What follows belongs to an exercise in optimizing a design on an open flow for small area and a short achievable clock period; a production flow would make more cautious choices.
RTL that was checked went through simulation tests only; none was proved equivalent to the original.
No activity file was given, so power comes from the tool's default toggle rates.

## wip/indigo
// fp16_multiplier
module fp16_multiplier(
  input wire clk,
  input wire [15:0] a,
  input wire [15:0] b,
  output wire [15:0] out
);
  wire s0_s, s0_sticky;
  wire [5:0] s0_esum;
  wire [10:0] s0_ma;
  wire [12:1] s0_m3;
  wire [3:0] s0_d1, s0_d2, s0_d3, s0_d4;
  wire [2:0] s0_dn;
  fp16m_stage0 u_s0(.a(a), .b(b), .s(s0_s), .sticky(s0_sticky), .esum(s0_esum),
    .ma(s0_ma), .m3(s0_m3), .d1(s0_d1), .d2(s0_d2), .d3(s0_d3), .d4(s0_d4), .dn(s0_dn));
  reg r0_s, r0_sticky;
  reg [5:0] r0_esum;
  reg [10:0] ma;
  reg [12:1] m3;   
  reg [3:0] d1, d2, d3, d4;
  reg [2:0] dn;
  always @(posedge clk) begin
    r0_s <= s0_s; r0_esum <= s0_esum; r0_sticky <= s0_sticky;
    ma <= s0_ma; m3 <= s0_m3; d1 <= s0_d1; d2 <= s0_d2; d3 <= s0_d3; d4 <= s0_d4; dn <= s0_dn;
  end
  wire [21:8] s1_hx, s1_hy;
  wire [8:8] s1_pl;   
  fp16m_stage1 u_s1(.ma(ma), .m3({m3, ma[0]}), .d1(d1), .d2(d2), .d3(d3), .d4(d4), .dn(dn),
    .hx(s1_hx), .hy(s1_hy), .pl(s1_pl));
  reg [21:8] r1_hx, r1_hy;
  reg [8:8] r1_pl;
  reg r1_sticky, r1_s;
  reg [5:0] r1_esum;
  always @(posedge clk) begin
    r1_hx <= s1_hx; r1_hy <= s1_hy; r1_pl <= s1_pl;
    r1_sticky <= r0_sticky; r1_s <= r0_s; r1_esum <= r0_esum;
  end
  wire [21:8] s2_p;
  fp16m_stage2 u_s2(.hx(r1_hx), .hy(r1_hy), .pl(r1_pl), .p(s2_p));
  reg [21:8] r2_p;
  reg r2_sticky, r2_s;
  reg [5:0] r2_esum;
  always @(posedge clk) begin
    r2_p <= s2_p;
    r2_sticky <= r1_sticky; r2_s <= r1_s; r2_esum <= r1_esum;
  end
  wire lead = r2_p[21];
  ...
For scale: about 890 cells after synthesis, ~160 flip-flops, about 49 I/O pins, ~8600 um^2 of cells after synthesis.
export LEC_CHECK = 0
export CAP_MARGIN = 20
export CORE_MARGIN = 2
export CORE_UTILIZATION = 50
export CTS_BUF_LIST = sky130_fd_sc_hd__clkbuf_8
export CTS_CLUSTER_SIZE = 20
export SETUP_SLACK_MARGIN = 3.0
export SLEW_MARGIN = 20
export SYNTH_HIERARCHICAL = 1
export SYNTH_MINIMUM_KEEP_SIZE = 500
create_clock -name core_clock -period 5.0 [get_ports {clk}]
standard.sh (not shown) runs the stock make flow with config.mk's settings and CLKGATE_MAP_FILE= SYNTH_SCRIPT=/design/flow/synth_recipe.tcl, a recipe that flattens the netlist after the stock synthesis.
==> flow/flow/run.sh <==
#!/bin/bash
# The standard layout (standard.sh), with these changes:
# - synthesis leaves full and half adders to ABC (ADDER_MAP_FILE empty: no extract_fa,
#   no fa/ha cells);
# - the port buffers are buf_1 cells instead of the delay buffers buffer_ports picks;
# - clock tree synthesis inserts no dummy loads.
set -euo pipefail
ADDER_MAP_FILE= bash standard.sh synth > synth.log 2>&1
export BUFFER_PORTS_ARGS="-buffer_cell sky130_fd_sc_hd__buf_1"
export CTS_ARGS="-sink_clustering_enable -repair_clock_nets -dont_use_dummy_load -buf_list sky130_fd_sc_hd__clkbuf_8 -sink_clustering_size 20"
bash standard.sh > layout.log 2>&1
wip/indigo closes out successfully: all stages finished, all timing, DRC and antenna checks passed.
Input changes introduced in wip/nickel (baseline for comparison: wip/indigo):
-- flow/config.mk --
<<< wip/indigo, line 8
>>> wip/nickel, line 8
export ABC_AREA = 1
<<< wip/indigo, line 13
export SETUP_SLACK_MARGIN = 3.0
>>> wip/nickel, line 14
export SETUP_SLACK_MARGIN = 3.1
<<< wip/indigo, line 15
export SYNTH_HIERARCHICAL = 1
export SYNTH_MINIMUM_KEEP_SIZE = 500
>>> wip/nickel, line 16
==> run notes <==
First-pass GRT wire length: wip/nickel > wip/indigo. Cell count went up by more than a quarter going from wip/indigo to wip/nickel. The sequential power in wip/nickel sits about 9% below the value recorded for wip/indigo. Looking at peak per-stage delay on the critical path across wip/nickel and wip/indigo, the one that comes out higher is wip/indigo. wip/nickel vs wip/indigo, number of cells on the critical path went down by 6.
Setup changes, wip/nickel to wip/yarrow
-- flow/config.mk --
<<< wip/nickel, line 8
export ABC_AREA = 1
>>> wip/yarrow, line 8
<<< wip/nickel, line 11
export CORE_UTILIZATION = 50
>>> wip/yarrow, line 10
export CORE_UTILIZATION = 55
<<< wip/nickel, line 14
export SETUP_SLACK_MARGIN = 3.1
>>> wip/yarrow, line 13
export SETUP_SLACK_MARGIN = 3.0
<<< wip/nickel, line 16
>>> wip/yarrow, line 15
export SYNTH_HIERARCHICAL = 1
Notes after the runs:
- wip/yarrow vs. wip/nickel: global routing usage on met1 went down by 3.4 points.
- Measured against each other, wip/nickel and wip/yarrow differ in multiplexer area fraction after synthesis, the higher figure coming from wip/yarrow.
- As of wip/yarrow, vias per cell had risen by more than 10% compared to wip/nickel.
- In wip/yarrow relative to wip/nickel, horizontal extent of the die had gone down by a few percent.
- Taking wip/nickel as the reference, in wip/yarrow routed wire length fell by 15%; met3 usage lost 1.3 points.
Setup changes, wip/yarrow to wip/harbor
-- flow/config.mk --
<<< wip/yarrow, line 8
>>> wip/harbor, line 8
export ABC_AREA = 1
<<< wip/yarrow, line 10
export CORE_UTILIZATION = 55
>>> wip/harbor, line 11
export CORE_UTILIZATION = 50
<<< wip/yarrow, line 15
export SYNTH_HIERARCHICAL = 1
>>> wip/harbor, line 16
==> run notes <==
- wip/yarrow ended with every stage complete and zero timing, DRC or antenna violations.
- wip/harbor ran to completion and came out clean on the timing, design-rule and antenna checks.
- Proportion of cell area occupied by multi-input gates was lower in the run labelled wip/harbor.
- The maximum clock frequency of wip/harbor is higher than that of wip/yarrow.
- NOTE non-clock buffer count wip/yarrow->wip/harbor increased by more than 10%
- Re clock-pin slew on the worst setup and hold paths: wip/harbor and wip/yarrow aren't equal, and the higher value belongs to wip/yarrow.
Input changes introduced in wip/willow (baseline for comparison: wip/harbor):
-- flow/config.mk --
<<< wip/harbor, line 8
export ABC_AREA = 1
>>> wip/willow, line 8
<<< wip/harbor, line 16
>>> wip/willow, line 15
export SYNTH_HIERARCHICAL = 1
Findings:
- wip/willow ended up with a higher combinational power than wip/harbor did.
- Compared with wip/harbor, wip/willow degrades shortest clock period the worst path allows after layout.
- wip/willow vs. wip/harbor: sequential cell count neither gained nor lost much, total nets after synthesis lost 27%, final area lost 6.1%, non-clock buffer share of cell area lost 0.97 points.
- wip/willow has post-synthesis average cell area above what wip/harbor had.
- Per the comparison of wip/willow with wip/harbor, slew at the pin closest to its max-slew limit up 0.13 ns; die area up 1.6%.


fp16_multiplier, a different RTL version from the one above (not shown whole).
Size: ~860 cells after synthesis, ~150 flip-flops, roughly 49 I/O pins.
export LEC_CHECK = 0
export CAP_MARGIN = 20
export CORE_MARGIN = 2
export CORE_UTILIZATION = 60
export CTS_BUF_LIST = sky130_fd_sc_hd__clkbuf_8
export CTS_CLUSTER_SIZE = 20
export SETUP_SLACK_MARGIN = 2.8
export SLEW_MARGIN = 20
create_clock -name core_clock -period 5.0 [get_ports {clk}]
Scripts as last shown in full above: flow/flow/run.sh
The starting point ran to the end with no violations.
Edit:
Settings changed: CORE_UTILIZATION 60 to 70.
Outcome: Final area went up by 2.0%; via count goes up by 4.7%; fmax fell by about 1.5%; final cell count went down by about 1.8%; core utilization went up by 14 points; sequential power hardly moves.
Edit:
==> flow/flow/run.sh (replaced) <==
#!/bin/bash
# The standard layout (standard.sh), with two changes:
# - synthesis leaves full and half adders to ABC (ADDER_MAP_FILE empty: no extract_fa,
#   no fa/ha cells);
# - the port buffers are buf_2 cells instead of the delay buffers buffer_ports picks.
set -euo pipefail
ADDER_MAP_FILE= bash standard.sh synth > synth.log 2>&1
BUFFER_PORTS_ARGS="-buffer_cell sky130_fd_sc_hd__buf_2" bash standard.sh > layout.log 2>&1
Settings changed: CORE_UTILIZATION 70 to 40, CTS_BUF_LIST sky130_fd_sc_hd__clkbuf_8 to not set, CTS_CLUSTER_SIZE 20 to not set.
Wire length drops by 17%.
Global-route usage decreases by 14 points.
Via count came out lower by 7.6%.
Worst setup slack improves by 0.073 ns.
Edit:
Settings changed: SETUP_SLACK_MARGIN 2.8 to 2.5.
What happened: The new run finished with timing, DRC and antenna clean; fmax is lower by a few percent; final area fell by a few percent; count of clock-buffer cells in the layout does not change.
Edit:
==> flow/flow/run.sh (replaced) <==
#!/bin/bash
# The standard layout (standard.sh), with these changes:
# - synthesis leaves full and half adders to ABC (ADDER_MAP_FILE empty: no extract_fa,
#   no fa/ha cells);
# - the port buffers are buf_1 cells instead of the delay buffers buffer_ports picks;
# - clock tree synthesis inserts no dummy loads.
set -euo pipefail
ADDER_MAP_FILE= bash standard.sh synth > synth.log 2>&1
export BUFFER_PORTS_ARGS="-buffer_cell sky130_fd_sc_hd__buf_1"
export CTS_ARGS="-sink_clustering_enable -repair_clock_nets -dont_use_dummy_load -buf_list sky130_fd_sc_hd__clkbuf_8 -sink_clustering_size 20"
bash standard.sh > layout.log 2>&1
Settings changed: CTS_BUF_LIST set to sky130_fd_sc_hd__clkbuf_8, CTS_CLUSTER_SIZE set to 20, SETUP_SLACK_MARGIN 2.5 to 2.8.
What happened:
- design area climbs by 0.57%
- hold slack loses 0.0096 ns
- setup slack gains 0.081 ns
- via count climbs by 3.4%
- non-clock buffer count climbs by 20
- wire length climbs by 5.8%
- total power drops by 6.5%
- die area does not change
- global-route usage climbs by 0.70 points
- area after synthesis does not change
- count of clock-buffer cells in the layout drops by 1


fp16_multiplier with an RTL version that a note above also has.
For scale: ~920 cells after synthesis, ~160 flip-flops, roughly 0.0087 mm2 of cells after synthesis.
==> flow/config.mk <==
export PLATFORM = sky130hd
export DESIGN_NAME = fp16_multiplier
export DESIGN_NICKNAME = fp16_multiplier
export VERILOG_FILES = /design/flow/design.v
export SDC_FILE = /design/flow/constraint.sdc
export NUM_CORES = 4
export LEC_CHECK = 0
export CAP_MARGIN = 20
export CORE_MARGIN = 2
export CORE_UTILIZATION = 50
export CTS_BUF_LIST = sky130_fd_sc_hd__clkbuf_8
export CTS_CLUSTER_SIZE = 20
export SETUP_SLACK_MARGIN = 3.0
export SLEW_MARGIN = 20
export SYNTH_HIERARCHICAL = 1
export TNS_END_PERCENT = 25
==> flow/constraint.sdc <==
create_clock -name core_clock -period 5.0 [get_ports {clk}]
set_input_delay 1.0000 -clock core_clock [delete_from_list [all_inputs] [get_ports {clk}]]
set_output_delay 1.0000 -clock core_clock [all_outputs]
set_load 0.01 [all_outputs]
==> flow/flow/run.sh <==
#!/bin/bash
# The standard layout (standard.sh), with these changes:
# - synthesis leaves full and half adders to ABC (ADDER_MAP_FILE empty: no extract_fa,
#   no fa/ha cells);
# - the port buffers are buf_1 cells instead of the delay buffers buffer_ports picks;
# - clock tree synthesis inserts no dummy loads.
set -euo pipefail
ADDER_MAP_FILE= bash standard.sh synth > synth.log 2>&1
export BUFFER_PORTS_ARGS="-buffer_cell sky130_fd_sc_hd__buf_1"
export CTS_ARGS="-sink_clustering_enable -repair_clock_nets -dont_use_dummy_load -buf_list sky130_fd_sc_hd__clkbuf_8 -sink_clustering_size 20"
bash standard.sh > layout.log 2>&1
The baseline passed the timing, design-rule and antenna checks.
Change:
--- a/flow/config.mk
+++ b/flow/config.mk
@@ -10 +10 @@
-export CORE_UTILIZATION = 50
+export CORE_UTILIZATION = 60
@@ -12,0 +13 @@
+export PLACE_DENSITY = 0.75
@@ -16 +16,0 @@
-export TNS_END_PERCENT = 25
After rerunning: Flip-flop and latch count is unchanged; die area goes down by 16%; global-route usage goes up by 2.8 points; worst hold slack stays flat.
Change:
--- a/flow/config.mk
+++ b/flow/config.mk
@@ -10 +10 @@
-export CORE_UTILIZATION = 60
+export CORE_UTILIZATION = 50
@@ -13 +13 @@
-export PLACE_DENSITY = 0.75
+export PLACE_DENSITY = 0.8
Register-to-register slack got worse by 40 ps.
Maximum frequency came out lower by 2.2%.
Global-route usage came out lower by 4.6 points.
Via count came out higher by 1.4%.
Routed wire length came out higher by 0.55%.
Worst setup slack got worse by 45 ps.
Critical path depth came out lower by 1.
Cell area came out higher by 1.8%.
Total power is about the same.
Final cell count came out higher by 4.9%.
Change:
--- a/flow/config.mk
+++ b/flow/config.mk
@@ -10 +10 @@
-export CORE_UTILIZATION = 50
+export CORE_UTILIZATION = 60
@@ -13,2 +13 @@
-export PLACE_DENSITY = 0.8
-export SETUP_SLACK_MARGIN = 3.0
+export SETUP_SLACK_MARGIN = 2.9
Routed wire length came out higher by 5.5%.
Count of clock-buffer cells in the layout stays the same.
Critical path depth came out lower by 3.


## v6
Another version of the RTL of fp16_multiplier (not shown whole).
Size: roughly 160 flip-flops, about 49 I/O pins, ~8400 sq um of cells after synthesis.
## fp16_multiplier
module fp16_multiplier(
  input wire clk,
  input wire [15:0] a,
  input wire [15:0] b,
  output wire [15:0] out
);
  wire s0_s, s0_sticky;
  wire [5:0] s0_esum;
  wire [10:0] s0_ma;
  wire [12:1] s0_m3;
  wire [3:0] s0_d1, s0_d2, s0_d3, s0_d4;
  wire [2:0] s0_dn;
  fp16m_stage0 u_s0(.a(a), .b(b), .s(s0_s), .sticky(s0_sticky), .esum(s0_esum),
    .ma(s0_ma), .m3(s0_m3), .d1(s0_d1), .d2(s0_d2), .d3(s0_d3), .d4(s0_d4), .dn(s0_dn));
  reg r0_s, r0_sticky;
  reg [5:0] r0_esum;
  reg [10:0] ma;
  reg [12:1] m3;   
  reg [3:0] d1, d2, d3, d4;
  reg [2:0] dn;
  always @(posedge clk) begin
    r0_s <= s0_s; r0_esum <= s0_esum; r0_sticky <= s0_sticky;
    ma <= s0_ma; m3 <= s0_m3; d1 <= s0_d1; d2 <= s0_d2; d3 <= s0_d3; d4 <= s0_d4; dn <= s0_dn;
  end
  wire [21:8] s1_hp;
  wire [20:8] s1_hg;
  wire [8:8] s1_pl;   
  fp16m_stage1 u_s1(.ma(ma), .m3({m3, ma[0]}), .d1(d1), .d2(d2), .d3(d3), .d4(d4), .dn(dn),
    .hp(s1_hp), .hg(s1_hg), .pl(s1_pl));
  reg [21:8] r1_hp;
  reg [20:8] r1_hg;
  reg [8:8] r1_pl;
  reg r1_sticky, r1_s;
  reg [5:0] r1_esum;
  always @(posedge clk) begin
    r1_hp <= s1_hp; r1_hg <= s1_hg; r1_pl <= s1_pl;
    r1_sticky <= r0_sticky; r1_s <= r0_s; r1_esum <= r0_esum;
  end
  wire [21:8] s2_p;
  ...
export LEC_CHECK = 0
export CAP_MARGIN = 20
export CORE_MARGIN = 2
export CORE_UTILIZATION = 60
export CTS_BUF_LIST = sky130_fd_sc_hd__clkbuf_8
export CTS_CLUSTER_SIZE = 20
export SETUP_SLACK_MARGIN = 2.9
export SLEW_MARGIN = 20
export SYNTH_HIERARCHICAL = 1
create_clock -name core_clock -period 5.0 [get_ports {clk}]
Scripts as last shown in full above: flow/flow/run.sh
v6 completed; timing, DRC and antenna clean
## Diff of input files: v7 against v6
# v6
export LEC_CHECK = 0
export CAP_MARGIN = 20
export CORE_MARGIN = 2
export CORE_UTILIZATION = 60
export CTS_BUF_LIST = sky130_fd_sc_hd__clkbuf_8
export CTS_CLUSTER_SIZE = 20
export SETUP_SLACK_MARGIN = 2.9
export SLEW_MARGIN = 20
export SYNTH_HIERARCHICAL = 1
create_clock -name core_clock -period 5.0 [get_ports {clk}]
# v7
export LEC_CHECK = 0
export CAP_MARGIN = 20
export CORE_MARGIN = 2
export CORE_UTILIZATION = 50
export CTS_BUF_LIST = sky130_fd_sc_hd__clkbuf_8
export CTS_CLUSTER_SIZE = 20
export SETUP_SLACK_MARGIN = 3.0
export SLEW_MARGIN = 20
export SYNTH_HIERARCHICAL = 1
create_clock -name core_clock -period 5.0 [get_ports {clk}]
Notes after the runs:
- v7 finished every stage and its layout cleared the timing, design-rule and antenna checks.
- Relative to v6, flip-flop and latch share of the layout cell area decreased by 0.29 points in v7.
- Wire length after detailed routing across v6 and v7: no real change.
- Design area is higher on v7
- Compared to v6, v7 shows a wider setup margin.
- [v7] final hold slack rose 3.8 ps relative to v6
Function was not checked in any run of this note: the RTL went through the layout flow alone.

-- what the ideal ports hide --
No port has a modelled driver above. Below, the same layouts with a new extraction and two added sets of constraints. Step 1, drivers: a clkbuf_16 drives clk and a buf_2 each remaining input, both assumed. Step 2 adds t to the input delays and takes it off the output delays; t is the mean of the earliest and latest rising clock arrival at the registers after step 1. Input paths then give back, and output paths get back, about the clock's delay inside the block. Slacks: ideal ports / drivers / drivers and shift; pairs: ideal ports / drivers.
| run | t, ns | slack for setup (ns) | worst hold slack (ns) | worst setup path at the end | slew at the worst register clock pin (ns) |
|---|---|---|---|---|---|
| wip/indigo | 0.456 | 2.971 / 2.971 / 2.578 | 0.315 / 0.315 / 0.315 | input to register | 0.10 / 0.10 |
| wip/nickel | 0.477 | 3.109 / 3.070 / 2.634 | 0.305 / 0.305 / 0.305 | input to register | 0.09 / 0.09 |
| wip/yarrow | 0.474 | 2.962 / 2.962 / 2.633 | 0.304 / 0.304 / 0.304 | input to register | 0.11 / 0.11 |
| wip/harbor | 0.466 | 3.040 / 3.052 / 2.594 | 0.308 / 0.308 / 0.308 | input to register | 0.09 / 0.09 |
| wip/willow | 0.455 | 2.965 / 2.965 / 2.609 | 0.317 / 0.317 / 0.317 | input to register | 0.09 / 0.09 |
| the first run of note 2 | 0.476 | 2.701 / 2.701 / 2.504 | 0.326 / 0.326 / 0.326 | input to register | 0.10 / 0.10 |
| the second run of note 2 | 0.483 | 2.666 / 2.666 / 2.474 | 0.298 / 0.298 / 0.298 | input to register | 0.10 / 0.10 |
| the third run of note 2 | 0.457 | 2.740 / 2.740 / 2.538 | 0.322 / 0.322 / 0.322 | input to register | 0.07 / 0.07 |
| the fourth run of note 2 | 0.467 | 2.601 / 2.601 / 2.271 | 0.317 / 0.317 / 0.317 | input to register | 0.07 / 0.07 |
| the fifth run of note 2 | 0.471 | 2.682 / 2.682 / 2.507 | 0.308 / 0.308 / 0.308 | input to register | 0.08 / 0.08 |
| the first run of note 3 | 0.463 | 2.961 / 2.961 / 2.586 | 0.322 / 0.322 / 0.322 | input to register | 0.09 / 0.09 |
| the second run of note 3 | 0.469 | 2.984 / 2.984 / 2.625 | 0.324 / 0.324 / 0.324 | input to register | 0.08 / 0.08 |
| the third run of note 3 | 0.462 | 2.939 / 2.939 / 2.570 | 0.322 / 0.322 / 0.322 | input to register | 0.09 / 0.09 |
| the fourth run of note 3 | 0.473 | 2.936 / 2.936 / 2.597 | 0.313 / 0.313 / 0.313 | input to register | 0.10 / 0.10 |
| v6 | 0.475 | 2.659 / 2.659 / 2.578 | 0.310 / 0.310 / 0.310 | input to register | 0.08 / 0.08 |
| v7 | 0.471 | 2.765 / 2.765 / 2.576 | 0.314 / 0.314 / 0.314 | input to register | 0.10 / 0.10 |
After both steps every run listed still meets setup and hold. For wip/nickel, which loses most, drivers alone change the setup slack by -0.039 ns; drivers and shift together by -0.475 ns.
